This design comes from an exercise in tuning for small area on the open sky130 flow, not from production work.
The RTL was checked by simulation tests, not by an equivalence proof against the original design.

==> trial 90 <==
## AXI_Sram
module AXI_Sram #(
    parameter   DATA_WIDTH  = 64,
                ADDR_WIDTH  = 32,
                ID_WIDTH    = 1,
                USER_WIDTH  = 1,
                STRB_WIDTH  = (DATA_WIDTH/8)
)(
    input                       ACLK,
    input                       ARESETn,
    input      [ADDR_WIDTH-1:0] AWADDR,
    input      [7:0]            AWLEN,
    input      [2:0]            AWSIZE,
    input      [1:0]            AWBURST,
    input                       AWVALID,
    output reg                  AWREADY,
    input      [DATA_WIDTH-1:0] WDATA,
    input      [STRB_WIDTH-1:0] WSTRB,
    input                       WLAST,
    input                       WVALID,
    output reg                  WREADY,
    output     [1:0]            BRESP,
    output reg                  BVALID,
    input                       BREADY,
    input      [ADDR_WIDTH-1:0] ARADDR,
    input      [7:0]            ARLEN,
    input      [2:0]            ARSIZE,
    input      [1:0]            ARBURST,
    input                       ARVALID,
    output reg                  ARREADY,
    output     [DATA_WIDTH-1:0] RDATA,
    output     [1:0]            RRESP,
    output reg                  RLAST,
    output reg                  RVALID,
    input                       RREADY,
    input                       bist_en,
    input                       dft_en,
    output                      bist_done,
    output reg [7:0]            bist_fail
);
clock: 14.0 ns
lec_check: 0
cap_margin: 20
core_margin: 2
core_utilization: 50
place_density: 0.7
slew_margin: 20
synth_hierarchical: 1
standard.sh (not shown) runs the stock make flow with config.mk's settings and CLKGATE_MAP_FILE= SYNTH_SCRIPT=/design/flow/synth_recipe.tcl, a recipe that flattens the netlist after the stock synthesis.
==> flow/flow/run.sh <==
#!/bin/bash
# The standard ORFS flow (standard.sh, unchanged synthesis) with:
#  - port buffers of the smallest buffer cell,
#  - a clock tree of larger sink clusters and no dummy loads,
#  - one tie cell per constant instead of one per constant output.
# The whole ORFS/OpenROAD output goes to flow.log in this folder; ORFS also
# keeps each step's log under orfs/logs/.
set -o pipefail
bash standard.sh \
  "BUFFER_PORTS_ARGS=-buffer_cell sky130_fd_sc_hd__buf_1" \
  "CTS_ARGS=-sink_clustering_enable -repair_clock_nets -dont_use_dummy_load -sink_clustering_size 25 -sink_clustering_max_diameter 70 -buf_list sky130_fd_sc_hd__clkbuf_16" \
  SKIP_REPAIR_TIE_FANOUT=1 \
  finish > flow.log 2>&1
==> trial 71 (differences from trial 90) <==
--- a/flow/flow/run.sh
+++ b/flow/flow/run.sh
@@ -1,10 +1,9 @@
 #!/bin/bash
 # The standard ORFS flow (standard.sh, unchanged synthesis) with:
 #  - port buffers of the smallest buffer cell,
-#  - a clock tree of larger sink clusters and no dummy loads,
-#  - one tie cell per constant instead of one per constant output.
+#  - a clock tree of larger sink clusters and no dummy loads.
 # The whole ORFS/OpenROAD output goes to flow.log in this folder; ORFS also
 # keeps each step's log under orfs/logs/.
 set -o pipefail
 bash standard.sh \
   "BUFFER_PORTS_ARGS=-buffer_cell sky130_fd_sc_hd__buf_1" \
- CORE_UTILIZATION: 50 -> 60
- PLACE_DENSITY: 0.7 -> 0.8
==> build 92 (differences from trial 90) <==
--- a/flow/design.v
+++ b/flow/design.v
@@ -45,19 +45,15 @@
     reg  [7:0]  awlen;
     reg  [2:0]  awsize;
     reg         awcnt_flag;
     reg  [15:0] awcnt;
     reg  [15:0] awaddr;
-    reg  [15:0] awstep;
-    reg  [15:0] awstop;
-    always @(*) begin
-        case (awsize)
-            3'h1:    begin awstep = 16'h2; awstop = {7'h0, awlen, 1'b0}; end
-            3'h2:    begin awstep = 16'h4; awstop = {6'h0, awlen, 2'b0}; end
-            default: begin awstep = 16'h1; awstop = {8'h0, awlen};       end
-        endcase
-    end
+    wire        aw_flag_next, aw_at_stop;
+    wire [15:0] awcnt_next;
+    wire [6:0]  aw_sum;
+    burst_cnt u_awc(.start(awaddr_start), .len(awlen), .size(awsize), .flag(awcnt_flag), .cnt(awcnt),
+                    .valid(AWVALID), .flag_next(aw_flag_next), .cnt_next(awcnt_next), .at_stop(aw_at_stop), .addr(aw_sum));
     always @(posedge ACLK or negedge ARESETn) begin
         if (!ARESETn) begin
             AWREADY    <= 1'b0;
             WREADY     <= 1'b0;
             BVALID     <= 1'b0;
@@ -76,43 +72,33 @@
                 wen <= 1'b0;
             else if (AWREADY)
                 wen <= 1'b1;
             if (AWVALID)
                 awsize <= AWSIZE;
-            if (AWVALID)
-                awcnt_flag <= 1'b1;
-            else if (awlen == 8'h0)
-                awcnt_flag <= 1'b0;
-            else if (awcnt == awstop)
-                awcnt_flag <= 1'b0;
+            awcnt_flag <= aw_flag_next;
         end
     end
     always @(posedge ACLK) begin
         if (AWVALID) begin
             awaddr_start <= AWADDR[15:0];
             awlen        <= AWLEN;
         end
-        awcnt  <= awcnt_flag ? awcnt + awstep : 16'h0;
-        awaddr <= awaddr_start + awcnt;
+        awcnt  <= awcnt_next;
+        awaddr <= {aw_sum[6], 9'h0, aw_sum[5:0]};
     end
     reg  [15:0] araddr_start;
     reg  [7:0]  arlen;
     reg  [2:0]  arsize;
     reg         arcnt_flag;
     reg  [15:0] arcnt;
     reg  [31:0] rdata_r;
-    reg  [15:0] arstep;
-    reg  [15:0] arstop;
-    always @(*) begin
-        case (arsize)
-            3'h1:    begin arstep = 16'h2; arstop = {7'h0, arlen, 1'b0}; end
-            3'h2:    begin arstep = 16'h4; arstop = {6'h0, arlen, 2'b0}; end
-            default: begin arstep = 16'h1; arstop = {8'h0, arlen};       end
-        endcase
-    end
-    wire        ar_at_stop = (arcnt == arstop);
-    wire [15:0] araddr     = araddr_start + arcnt;
+    wire        ar_flag_next, ar_at_stop;
+    wire [15:0] arcnt_next;
+    wire [6:0]  ar_sum;
+    burst_cnt u_arc(.start(araddr_start), .len(arlen), .size(arsize), .flag(arcnt_flag), .cnt(arcnt),
+                    .valid(ARVALID), .flag_next(ar_flag_next), .cnt_next(arcnt_next), .at_stop(ar_at_stop), .addr(ar_sum));
+    wire [15:0] araddr = {ar_sum[6], 9'h0, ar_sum[5:0]};    
     wire [31:0] rdata_next;
     always @(posedge ACLK or negedge ARESETn) begin
         if (!ARESETn) begin
             ARREADY      <= 1'b0;
             RVALID       <= 1'b0;
@@ -131,17 +117,12 @@
             if (ARVALID) begin
                 araddr_start <= ARADDR[15:0];
                 arlen        <= ARLEN;
                 arsize       <= ARSIZE;
             end
-            if (ARVALID)
-                arcnt_flag <= 1'b1;
-            else if (arlen == 8'h0)
-                arcnt_flag <= 1'b0;
-            else if (ar_at_stop)
-                arcnt_flag <= 1'b0;
-            arcnt <= arcnt_flag ? arcnt + arstep : 16'h0;
+            arcnt_flag <= ar_flag_next;
+            arcnt      <= arcnt_next;
             rdata_r <= rdata_next;       
         end
     end
     assign RDATA = {32'h0, rdata_r};
     wire        s_bank = wen ? awaddr[15]  : araddr[15];
@@ -584,5 +565,88 @@
     assign y = ~a;
 endmodule
 module g_muxi(input s, a1, a0, output y);
     assign y = ~(s ? a1 : a0);
 endmodule
+module burst_cnt(input [15:0] start, input [7:0] len, input [2:0] size, input flag, input [15:0] cnt,
+                 input valid, output flag_next, output [15:0] cnt_next, output at_stop, output [6:0] addr);
+    genvar k;
+    wire s1, s2, so;
+    size_dec u_sd(.size(size), .s1(s1), .s2(s2), .so(so));
+    wire [9:0] nstop;
+    g_nand2 u_ns0(.a(so), .b(len[0]), .y(nstop[0]));
+    g_aoi22 u_ns1(.a1(so), .b1(len[1]), .a2(s1), .b2(len[0]), .y(nstop[1]));
+    for (k = 2; k < 8; k = k + 1) begin : g_ns
+        g_aoi222 u(.a1(so), .b1(len[k]), .a2(s1), .b2(len[k-1]), .a3(s2), .b3(len[k-2]), .y(nstop[k]));
+    end
+    g_aoi22 u_ns8(.a1(s1), .b1(len[7]), .a2(s2), .b2(len[6]), .y(nstop[8]));
+    g_nand2 u_ns9(.a(s2), .b(len[7]), .y(nstop[9]));
+    wire [9:0] eq;
+    for (k = 0; k < 10; k = k + 1) begin : g_eq
+        g_xor2 u(.a(cnt[k]), .b(nstop[k]), .y(eq[k]));
+    end
+    wire z1, z2, na, nb, nc;
+    g_nor3  u_z1(.a(cnt[15]), .b(cnt[14]), .c(cnt[13]), .y(z1));
+    g_nor3  u_z2(.a(cnt[12]), .b(cnt[11]), .c(cnt[10]), .y(z2));
+    g_nand4 u_na(.a(eq[0]), .b(eq[1]), .c(eq[2]), .d(eq[3]), .y(na));
+    g_nand4 u_nb(.a(eq[4]), .b(eq[5]), .c(eq[6]), .d(eq[7]), .y(nb));
+    g_nand4 u_nc(.a(eq[8]), .b(eq[9]), .c(z1), .d(z2), .y(nc));
+    g_nor3  u_st(.a(na), .b(nb), .c(nc), .y(at_stop));
+    flag_nx u_fl(.valid(valid), .flag(flag), .len(len), .at_stop(at_stop), .flag_next(flag_next));
+    wire [15:0] t;
+    wire [16:0] c;
+    wire e1, e2;
+    g_ha  u_i0(.a(cnt[0]), .b(so), .s(t[0]), .c(c[1]));
+    g_or2 u_e1(.a(s1), .b(c[1]), .y(e1));
+    g_ha  u_i1(.a(cnt[1]), .b(e1), .s(t[1]), .c(c[2]));
+    g_or2 u_e2(.a(s2), .b(c[2]), .y(e2));
+    g_ha  u_i2(.a(cnt[2]), .b(e2), .s(t[2]), .c(c[3]));
+    for (k = 3; k < 15; k = k + 1) begin : g_inc
+        g_ha u(.a(cnt[k]), .b(c[k]), .s(t[k]), .c(c[k+1]));
+    end
+    g_xor2 u_i15(.a(cnt[15]), .b(c[15]), .y(t[15]));
+    for (k = 0; k < 16; k = k + 1) begin : g_clr
+        g_and2 u(.a(flag), .b(t[k]), .y(cnt_next[k]));
+    end
+    wire [15:0] ac;
+    g_ha u_a0(.a(start[0]), .b(cnt[0]), .s(addr[0]), .c(ac[1]));
+    for (k = 1; k < 6; k = k + 1) begin : g_add
+        g_fa u(.a(start[k]), .b(cnt[k]), .ci(ac[k]), .s(addr[k]), .co(ac[k+1]));
+    end
+    for (k = 6; k < 15; k = k + 1) begin : g_cy
+        g_maj u(.a(start[k]), .b(cnt[k]), .c(ac[k]), .y(ac[k+1]));
+    end
+    wire x15;
+    g_xor2 u_x15a(.a(start[15]), .b(cnt[15]), .y(x15));
+    g_xor2 u_x15b(.a(x15), .b(ac[15]), .y(addr[6]));
+endmodule
+module size_dec(input [2:0] size, output s1, s2, so);
+    assign s1 = (size == 3'h1);
+    assign s2 = (size == 3'h2);
+    assign so = ~(s1 | s2);
+endmodule
+module flag_nx(input valid, flag, input [7:0] len, input at_stop, output flag_next);
+    assign flag_next = valid | (flag & (len != 8'h0) & ~at_stop);
+endmodule
+module g_ha(input a, b, output s, c);
+    assign s = a ^ b;
+    assign c = a & b;
+endmodule
+module g_fa(input a, b, ci, output s, co);
+    assign s  = a ^ b ^ ci;
+    assign co = (a & b) | (a & ci) | (b & ci);
+endmodule
+module g_maj(input a, b, c, output y);
+    assign y = (a & b) | (a & c) | (b & c);
+endmodule
+module g_xor2(input a, b, output y);
+    assign y = a ^ b;
+endmodule
+module g_and2(input a, b, output y);
+    assign y = a & b;
+endmodule
+module g_nor3(input a, b, c, output y);
+    assign y = ~(a | b | c);
+endmodule
+module g_nand4(input a, b, c, d, output y);
+    assign y = ~(a & b & c & d);
+endmodule
--- a/flow/flow/run.sh
+++ b/flow/flow/run.sh
@@ -7,7 +7,7 @@
 # keeps each step's log under orfs/logs/.
 set -o pipefail
 bash standard.sh \
   "BUFFER_PORTS_ARGS=-buffer_cell sky130_fd_sc_hd__buf_1" \
   "CTS_ARGS=-sink_clustering_enable -repair_clock_nets -dont_use_dummy_load -sink_clustering_size 25 -sink_clustering_max_diameter 70 -buf_list sky130_fd_sc_hd__clkbuf_16" \
-  SKIP_REPAIR_TIE_FANOUT=1 \
+  SKIP_REPAIR_TIE_FANOUT=1 REMOVE_ABC_BUFFERS=1 \
   finish > flow.log 2>&1
- CORE_UTILIZATION: 50 -> 60
- GPL_TIMING_DRIVEN: not set -> 0
- PLACE_DENSITY: 0.7 -> 0.8
==> results by group <==
Run status
  – Status: complete, no violations

Critical path
  – Worst r2r dst: bist_fail[1]$_DFFE_PN1P_
  – Crit-path max cell delay: about 0.58 ns

Detailed routing
  – Vias: 30700

Layout
  – Most frequent cells in the layout: edfxtp_1, a222oi_1, nor2_1
  – Multi-input logic area: between 10000 and 15000 sq um

Floorplanning
  – Initial core utilization: roughly half

GRT
  – Met2 usage: around 37%
# the run above: trial 90

==> results by group <==
Layout
  – Most frequent cells in the layout: edfxtp_1, a222oi_1, nor2_1
  – Multi-input logic area: ~13000 sq um
  – Post-route cell area: about 53000 sq um

Critical path
  – Worst r2r dst: bist_fail[2]$_DFFE_PN1P_
  – Crit-path max cell delay: roughly 0.67 ns

Detailed routing
  – Vias: just over 30000

Floorplanning
  – Initial core utilization: about three fifths

Run status
  – Status: complete, no violations

GRT
  – Met2 usage: 44.4%
# the run above: trial 71

==> results by group <==
Run status
  – Status: complete, no violations

Detailed routing
  – Vias: between 20000 and 30000

Layout
  – Most frequent cells in the layout: edfxtp_1, a222oi_1, nor2_1
  – Multi-input logic area: about 12000 sq um
  – Layout clock buffer count: slightly below 60

Critical path
  – Worst r2r dst: bist_fail[4]$_DFFE_PN1P_
  – FF-to-FF path depth: 32
# the run above: build 92


========
==> run R: inputs <==
Starting RTL as in the previous note.
clock: 14.0 ns
lec_check: 0
cap_margin: 20
core_margin: 2
core_utilization: 60
gpl_timing_driven: 0
place_density: 0.8
slew_margin: 20
synth_hierarchical: 1
==> flow/flow/run.sh <==
#!/bin/bash
# The standard ORFS flow (standard.sh, unchanged synthesis) with:
#  - port buffers of the smallest buffer cell,
#  - a clock tree of larger sink clusters and no dummy loads,
#  - one tie cell per constant instead of one per constant output.
# The whole ORFS/OpenROAD output goes to flow.log in this folder; ORFS also
# keeps each step's log under orfs/logs/.
set -o pipefail
bash standard.sh \
  "BUFFER_PORTS_ARGS=-buffer_cell sky130_fd_sc_hd__buf_1" \
  "CTS_ARGS=-sink_clustering_enable -repair_clock_nets -dont_use_dummy_load -sink_clustering_size 25 -sink_clustering_max_diameter 70 -buf_list sky130_fd_sc_hd__clkbuf_16" \
  SKIP_REPAIR_TIE_FANOUT=1 REMOVE_ABC_BUFFERS=1 \
  finish > flow.log 2>&1
==> run A (differences from run R) <==
--- a/flow/design.v
+++ b/flow/design.v
@@ -158,40 +158,40 @@
         endcase
     end
     wire [31:0] wdata;
     assign wdata[7:0]   = WDATA[7:0];
     assign wdata[15:8]  = (awsize == 3'h0) ? 8'h0 : WDATA[15:8];
     assign wdata[31:16] = (awsize == 3'h0 || awsize == 3'h1) ? 16'h0 : WDATA[31:16];
     localparam IDEL1       = 5'b00000;
-    localparam P1_WRITE0   = 5'b11000;
+    localparam P1_WRITE0   = 5'b00001;
     localparam IDEL2       = 5'b00010;
-    localparam P2_READ0    = 5'b01000;
-    localparam P2_COMPARE0 = 5'b10000;
-    localparam P2_WRITE1   = 5'b11001;
-    localparam IDEL3       = 5'b00001;
-    localparam P3_READ1    = 5'b01001;
-    localparam P3_COMPARE1 = 5'b10001;
-    localparam P3_WRITE0   = 5'b11010;
+    localparam P2_READ0    = 5'b00011;
+    localparam P2_COMPARE0 = 5'b00100;
+    localparam P2_WRITE1   = 5'b00101;
+    localparam IDEL3       = 5'b00110;
+    localparam P3_READ1    = 5'b00111;
+    localparam P3_COMPARE1 = 5'b01000;
+    localparam P3_WRITE0   = 5'b01001;
     localparam P3_READ0    = 5'b01010;
-    localparam P3_COMPARE0 = 5'b10010;
-    localparam P3_WRITE1   = 5'b11011;
-    localparam IDEL4       = 5'b00011;
-    localparam P4_READ1    = 5'b01011;
-    localparam P4_COMPARE1 = 5'b10011;
-    localparam P4_WRITE0   = 5'b11100;
-    localparam IDEL5       = 5'b00101;
-    localparam P5_READ0    = 5'b01100;
-    localparam P5_COMPARE0 = 5'b10100;
-    localparam P5_WRITE1   = 5'b11101;
-    localparam P5_READ1    = 5'b01101;
-    localparam P5_COMPARE1 = 5'b10101;
-    localparam P5_WRITE0   = 5'b11110;
-    localparam IDEL6       = 5'b00100;
-    localparam P6_READ0    = 5'b01110;
-    localparam P6_COMPARE0 = 5'b10110;
+    localparam P3_COMPARE0 = 5'b01011;
+    localparam P3_WRITE1   = 5'b01100;
+    localparam IDEL4       = 5'b01101;
+    localparam P4_READ1    = 5'b01110;
+    localparam P4_COMPARE1 = 5'b01111;
+    localparam P4_WRITE0   = 5'b10000;
+    localparam IDEL5       = 5'b10001;
+    localparam P5_READ0    = 5'b10010;
+    localparam P5_COMPARE0 = 5'b10011;
+    localparam P5_WRITE1   = 5'b10100;
+    localparam P5_READ1    = 5'b10101;
+    localparam P5_COMPARE1 = 5'b10110;
+    localparam P5_WRITE0   = 5'b10111;
+    localparam IDEL6       = 5'b11000;
+    localparam P6_READ0    = 5'b11001;
+    localparam P6_COMPARE0 = 5'b11010;
     reg  [4:0]  cstate, nstate;
     reg  [3:0]  test_addr;
     reg         r_end;
     reg         up1_down0, count_en, r_end_en, pattern_sel, test_addr_rst;
     reg         rf_start, check_en, wen_test;
     wire        t_full = (test_addr == 4'hf);
     wire        t_zero = (test_addr == 4'h0);
@@ -508,24 +508,25 @@
 module g_aoi22(input a1, b1, a2, b2, output y);
     assign y = ~((a1 & b1) | (a2 & b2));
 endmodule
 module g_aoi221(input a1, b1, a2, b2, c, output y);
     assign y = ~((a1 & b1) | (a2 & b2) | c);
 endmodule
 module sel16(input [15:0] d, input [15:0] s, output y);
-    wire [4:0] x;
+    wire [5:0] x;
     genvar i;
     for (i = 0; i < 5; i = i + 1) begin : g_a
         g_aoi222 u(.a1(s[3*i]), .b1(d[3*i]), .a2(s[3*i+1]), .b2(d[3*i+1]),
                    .a3(s[3*i+2]), .b3(d[3*i+2]), .y(x[i]));
     end
+    g_nand2 u_l(.a(s[15]), .b(d[15]), .y(x[5]));
     wire n0, n1;
     g_nand3 u_n0(.a(x[0]), .b(x[1]), .c(x[2]), .y(n0));
-    g_nand2 u_n1(.a(x[3]), .b(x[4]), .y(n1));
-    g_ao211 u_o(.a1(s[15]), .a2(d[15]), .b(n0), .c(n1), .y(y));
+    g_nand3 u_n1(.a(x[3]), .b(x[4]), .c(x[5]), .y(n1));
+    g_or2   u_o(.a(n0), .b(n1), .y(y));
 endmodule
 module dec16m(input acc, input [3:0] a, input [3:0] b, output [15:0] s);
     wire [3:0] rn, r;
     wire [3:0] nlo, nhi;
     genvar i;
     for (i = 0; i < 4; i = i + 1) begin : g_m
         g_muxi u_m(.s(acc), .a1(a[i]), .a0(b[i]), .y(rn[i]));
@@ -561,17 +562,14 @@
     for (i = 0; i < 16; i = i + 1) begin : g_n
         g_or2 u_n(.a(nlo[i%4]), .b(nhi[i/4]), .y(n[i]));
     end
 endmodule
 module g_aoi222(input a1, b1, a2, b2, a3, b3, output y);
     assign y = ~((a1 & b1) | (a2 & b2) | (a3 & b3));
 endmodule
-module g_ao211(input a1, a2, b, c, output y);
-    assign y = (a1 & a2) | b | c;
-endmodule
 module g_nand2(input a, b, output y);
     assign y = ~(a & b);
 endmodule
 module g_nand3(input a, b, c, output y);
     assign y = ~(a & b & c);
 endmodule
 module g_or2(input a, b, output y);
==> flow/flow/run.sh (replaced) <==
#!/bin/bash
# The standard ORFS flow (standard.sh, unchanged synthesis) with:
#  - port buffers of the smallest buffer cell,
#  - a clock tree of larger sink clusters and no dummy loads.
# The whole ORFS/OpenROAD output goes to flow.log in this folder; ORFS also
# keeps each step's log under orfs/logs/.
set -o pipefail
bash standard.sh \
  "BUFFER_PORTS_ARGS=-buffer_cell sky130_fd_sc_hd__buf_1" \
  "CTS_ARGS=-sink_clustering_enable -repair_clock_nets -dont_use_dummy_load -sink_clustering_size 25 -sink_clustering_max_diameter 70 -buf_list sky130_fd_sc_hd__clkbuf_16" \
  finish > flow.log 2>&1
Settings changed: CORE_UTILIZATION 60 to 50, GPL_TIMING_DRIVEN 0 to default, PLACE_DENSITY 0.8 to 0.7.
==> results.sh <==
export IMPL_r2r_cells=23
export IMPL_final_cells=4421
export IMPL_synth_common_cells="1121 x edfxtp_1, 352 x a222oi_1, 340 x nor2_1"
export IMPL_crit_required_ns=14.58
export IMPL_pwr_share_clk_pct=17.6
export IMPL_ys_top_cells_by_area="edfxtp_1 67%, a222oi_1 7.0%, dfrtp_1 4.9%"
export IMPL_cp_top_family="compound AO/OA/AOI/OAI gates"
export IMPL_clock_buffers=59
export IMPL_multiInputGateArea_mm2=0.0126
export IMPL_crit_buf_inv=6
export IMPL_min_from="ARREADY"
export IMPL_crit_slowest_cell="o21ai_2"
export IMPL_grt_pass1_wl_um=179000
export IMPL_status="no timing/DRC/antenna violations"
export IMPL_p_seq_mw=4.94
export IMPL_dr_total_vias=30897
export IMPL_routed_wl_um=120000
# the run above: run R

==> results.sh <==
export IMPL_finalSetupViolations=0
export IMPL_routed_wl_um=126000
export IMPL_crit_buf_inv=7
export IMPL_crit_slowest_cell="a222oi_1"
export IMPL_grt_pass1_wl_um=187000
export IMPL_ys_top_cells_by_area="edfxtp_1 67%, a222oi_1 7.0%, dfrtp_1 4.9%"
export IMPL_synth_compound_area_share_pct=11.2
export IMPL_clock_buffers=61
export IMPL_status="no timing/DRC/antenna violations"
export IMPL_p_seq_mw=5.03
export IMPL_grt_util_met2_pct=37.9
export IMPL_multiInputGateArea_mm2=0.0130
export IMPL_synth_top_family_by_area="compound AO/OA/AOI/OAI gates"
export IMPL_r2r_cells=22
export IMPL_min_from="BVALID"
export IMPL_pwr_share_clk_pct=17.9
export IMPL_synth_common_cells="1121 x edfxtp_1, 354 x nor2_1, 352 x a222oi_1"
export IMPL_final_cells=4824
# the run above: run A

separate check: timing with driven ports:
No port has a modelled driver above. Below, the same layouts with a new extraction and two added sets of constraints. Step 1 sets driving cells, clkbuf_16 on the clock port and buf_2 on the other inputs (assumed; they add their load-dependent delay and slew). Step 2 times the ports against the registers' clock, not the clock port: input delays grow and output delays shrink by t, the midpoint of the rising clock arrivals with the driver on. Three values: ideal, step 1, step 2; two values: the first two.
| run | t, ns | setup WS [ns] | hold slack, ns | latest minus earliest clock arrival (ns) | slew at the worst register clock pin (ns) |
|---|---|---|---|---|---|
| trial 90 | 0.680 | 6.973 / 7.010 / 6.330 | 0.416 / 0.416 / 0.416 | 0.097 / 0.096 | 0.10 / 0.10 |
| trial 71 | 0.698 | 6.926 / 6.959 / 6.261 | 0.420 / 0.420 / 0.420 | 0.095 / 0.094 | 0.10 / 0.10 |
| build 92 | 0.707 | 3.520 / 3.520 / 3.520 | 0.417 / 0.417 / 0.417 | 0.071 / 0.072 | 0.10 / 0.10 |
| run R | 0.703 | 5.955 / 5.961 / 5.259 | 0.414 / 0.414 / 0.414 | 0.064 / 0.065 | 0.10 / 0.10 |
| run A | 0.717 | 6.955 / 6.995 / 6.278 | 0.427 / 0.427 / 0.427 | 0.084 / 0.083 | 0.10 / 0.10 |
After both steps every run listed still meets setup and hold. The setup slack of run R, which loses most, moves by +0.006 ns with the drivers and by -0.696 ns with both steps.
